Source: an optimization exercise on an open RTL-to-GDS flow (aim: small area and a short achievable clock period). Production flows keep margins and buffers that such runs may drop.
Only simulation tests tie the RTL to the original design; equivalence was not proved.

Setup of maple:
==> flow/design.v (excerpt) <==
module pe (
    input wire clk,
    input wire rst,
    input wire [31:0] a,
    input wire [31:0] b,
    output wire [31:0] c
);
Size: ~1,300 cells after synthesis, about 98 I/O pins.
export LEC_CHECK = 0
export ABC_AREA = 1
export CAP_MARGIN = 20
export CORE_MARGIN = 2
export CORE_UTILIZATION = 40
export CTS_BUF_LIST = sky130_fd_sc_hd__clkbuf_8
export CTS_CLUSTER_SIZE = 30
export SETUP_SLACK_MARGIN = 3.6
export SLEW_MARGIN = 20
export SYNTH_HIERARCHICAL = 1
create_clock -name core_clock -period 9.0 [get_ports {clk}]
standard.sh (not shown) runs the stock make flow with config.mk's settings and CLKGATE_MAP_FILE= SYNTH_SCRIPT=/design/flow/synth_recipe.tcl, a recipe that flattens the netlist after the stock synthesis.
==> flow/flow/run.sh <==
#!/bin/bash
set -euo pipefail
export BUFFER_PORTS_ARGS="-buffer_cell sky130_fd_sc_hd__buf_2"
bash standard.sh > standard.log 2>&1
> inputs changed (maple -> amber)
Settings: changing SETUP_SLACK_MARGIN from 3.6 to 3.8; setting TNS_END_PERCENT to 0 for the first time.
==> flow/flow/run.sh <==
#!/bin/bash
set -euo pipefail
export BUFFER_PORTS_ARGS="-buffer_cell sky130_fd_sc_hd__buf_2"
export SETUP_MOVE_SEQUENCE="unbuffer,sizeup,swap"
bash standard.sh > standard.log 2>&1
## What came out
The flow did not stop early for amber: all stages ran, and the layout cleared the timing, design-rule and antenna checks.
For maple, the master of the slowest instance on the critical path was sky130_fd_sc_hd__fa_1, unlike amber, where it was sky130_fd_sc_hd__a21oi_4.
Between maple and amber, the flip-flop and latch area does not differ in any meaningful way.
Between maple and amber, the buffer and inverter count on the worst path is lower for maple.
Overall fraction of global-route tracks in use up 0.39 points in amber wrt maple
Going from maple to amber, worst-path maximum fanout shows an increase of 1; post-CTS clock slew at the launch and capture registers of the worst setup and hold paths neither gained nor lost much; detailed-route vias per instance increased by 0.045 relative to the old numbers; area of placed instances about even.
For raven, these inputs were changed with respect to amber:
Settings: SLEW_MARGIN now 60, was 20; SETUP_SLACK_MARGIN now 3.6, was 3.8.
==> flow/flow/run.sh <==
#!/bin/bash
set -euo pipefail
export BUFFER_PORTS_ARGS="-buffer_cell sky130_fd_sc_hd__buf_2"
bash standard.sh > standard.log 2>&1
--- outcome ---
- Total wire length: higher on amber
- Compared to amber, raven has minimum period implied by the final worst setup slack 0.17 ns lower.
- Clock latency on the worst-skew pair (lower): raven
- Area: raven vs amber -> raven larger
- From amber to raven the numbers moved as follows: non-clock buffer count higher.
- Compared with amber, raven shows iteration-0 DRC count of the detailed router higher by 13.
- Side by side, worst setup slack turned out higher in raven than in amber.
- raven vs amber — arrival time reported for the critical path endpoint dropped 0.20 ns.


pe again, from the RTL that the note above started with.
Settings: LEC_CHECK=0, ABC_AREA=1, CAP_MARGIN=20, CORE_MARGIN=2, CORE_UTILIZATION=40, CTS_BUF_LIST=sky130_fd_sc_hd__clkbuf_8, CTS_CLUSTER_SIZE=30, GPL_ROUTABILITY_DRIVEN=0, SETUP_SLACK_MARGIN=3.6, SLEW_MARGIN=20, SYNTH_HIERARCHICAL=1, TNS_END_PERCENT=0; clock period 9.0 ns.
==> flow/flow/run.sh <==
#!/bin/bash
set -euo pipefail
export BUFFER_PORTS_ARGS="-buffer_cell sky130_fd_sc_hd__buf_2"
bash standard.sh > standard.log 2>&1
The first run completed with no timing, DRC or antenna violations.
Edit:
--- a/flow/config.mk
+++ b/flow/config.mk
@@ -14,2 +14 @@
-export GPL_ROUTABILITY_DRIVEN = 0
-export SETUP_SLACK_MARGIN = 3.6
+export SETUP_SLACK_MARGIN = 3.9
Result:
- synthesized area is unchanged
- die area does not change
- core utilization grows by 3.0 points
- cell area grows by 6.9%
- wire length grows by 7.8%
- sequential share of layout area shrinks by 0.70 points
- worst setup slack gets better by 0.21 ns
- critical path depth shrinks by 1
- hold slack barely changes
- final cell count grows by about 2.7%


Setup of v57:
pe again, from the RTL that the note above started with.
## pe
module pe (
    input wire clk,
    input wire rst,
    input wire [31:0] a,
    input wire [31:0] b,
    output wire [31:0] c
);
==> flow/config.mk <==
export PLATFORM = sky130hd
export DESIGN_NAME = pe
export DESIGN_NICKNAME = pe
export VERILOG_FILES = /design/flow/design.v
export SDC_FILE = /design/flow/constraint.sdc
export NUM_CORES = 4
export LEC_CHECK = 0
export ABC_AREA = 1
export CAP_MARGIN = 20
export CORE_MARGIN = 2
export CORE_UTILIZATION = 40
export CTS_BUF_LIST = sky130_fd_sc_hd__clkbuf_8
export CTS_CLUSTER_SIZE = 30
export SETUP_SLACK_MARGIN = 3.9
export SLEW_MARGIN = 75
export SYNTH_HIERARCHICAL = 1
export TNS_END_PERCENT = 0
==> flow/constraint.sdc <==
create_clock -name core_clock -period 9.0 [get_ports {clk}]
set_input_delay 1.8000 -clock core_clock [delete_from_list [all_inputs] [get_ports {clk}]]
set_output_delay 1.8000 -clock core_clock [all_outputs]
set_load 0.01 [all_outputs]
Scripts as last shown in full above: flow/flow/run.sh
Modified inputs, v49 compared to v57
Settings: a change of SETUP_SLACK_MARGIN from 3.9 to 4.05; a change of TNS_END_PERCENT from 0 to 5; a change of SLEW_MARGIN from 75 to 20.
[summary]
The clock network area share of v57 and that of v49 are within noise of each other. Compared with v57, the detailed router inserted more vias in v49.
What v47 does differently from v49 at the input level:
Settings: a change of SETUP_SLACK_MARGIN from 4.05 to 3.6; a change of TNS_END_PERCENT from 5 to 0.
Cmp v47 vs v49: final clock period utilization by the worst path higher in v47. Min post-layout worst setup margin across v49 and v47: v47. Per the comparison of v47 with v49, met2 layer wire length in the routed design went down; maximum frequency went down. v47 against v49; via density per instance is down slightly. In v47 relative to v49, post-route cell area had gone down by a few percent. Looking at utilization, v47 sits 1.9 points lower than v49 does. Reported for v49 and v47, count of different cell masters after synthesis turned out identical to the last digit.
For v26, these inputs were changed with respect to v47:
==> flow/flow/run.sh <==
#!/bin/bash
set -euo pipefail
export BUFFER_PORTS_ARGS="-buffer_cell sky130_fd_sc_hd__buf_1"
bash standard.sh > standard.log 2>&1
==> comparison <==
- As far as die area goes, v26 and v47 are indistinguishable; the numbers are identical.
- Per the comparison of v26 with v47, setup slack has decreased, critical path depth has decreased, later-pin clock latency in the skew report has remained practically unchanged.
- Clock buffer count in the final layout, v26 and v47: smaller value in v47
- Net total in the final layout delta for v26 relative to v47: about 0.5% higher
- Changes observed in v26 relative to v47: worst stage delay on the critical path down 0.04 ns; utilization after layout down 0.21 points; worst slew margin relative to its limit down 3.1 points.
> inputs changed (v26 -> v7)
Settings: TNS_END_PERCENT now 5, was 0; SETUP_SLACK_MARGIN now 4.2, was 3.6.
==> flow/flow/run.sh <==
#!/bin/bash
set -euo pipefail
export BUFFER_PORTS_ARGS="-buffer_cell sky130_fd_sc_hd__buf_2"
bash standard.sh > standard.log 2>&1
## What came out
v7: flow completed, timing, DRC and antenna clean
On design area: between v26 and v7, it ends up higher for v7.
v7 vs. v26: detailed-route vias per instance went up by 3.9%.
Combined area of the multi-input logic cells of v7 exceeds that of v26 by a few percent.

## static timing again, ports no longer ideal
In the flow no input, the clock included, has a driving cell. The finished layouts below were timed again as built, in two steps.
Step 1, drivers: a clkbuf_16 drives clk and a buf_2 each remaining input, both assumed.
Step 2, shift: input delay + t, output delay - t, t = (earliest + latest rising clock arrival at the registers) / 2. This alone moves slack from input paths to output paths.
Slacks: ideal ports / drivers / drivers and shift; pairs: ideal ports / drivers.
| run | shift t [ns] | setup slack, ns | pins driven straight from the clock port |
|---|---|---|---|
| maple | 0.434 | 3.642 / 3.637 / 3.203 | 1 |
| amber | 0.450 | 3.457 / 3.480 / 3.031 | 1 |
| raven | 0.424 | 3.631 / 3.648 / 3.224 | 1 |
| the first run of note 2 | 0.435 | 3.670 / 3.681 / 3.251 | 1 |
| the second run of note 2 | 0.428 | 3.885 / 3.765 / 3.337 | 1 |
| v57 | 0.426 | 3.846 / 3.752 / 3.326 | 1 |
| v49 | 0.445 | 3.943 / 3.934 / 3.489 | 1 |
| v47 | 0.435 | 3.670 / 3.681 / 3.251 | 1 |
| v26 | 0.430 | 3.605 / 3.618 / 3.188 | 1 |
| v7 | 0.430 | 3.935 / 3.857 / 3.426 | 1 |
After both steps every run listed still meets setup and hold. For the second run of note 2, which loses most, drivers alone change the setup slack by -0.120 ns; drivers and shift together by -0.548 ns.
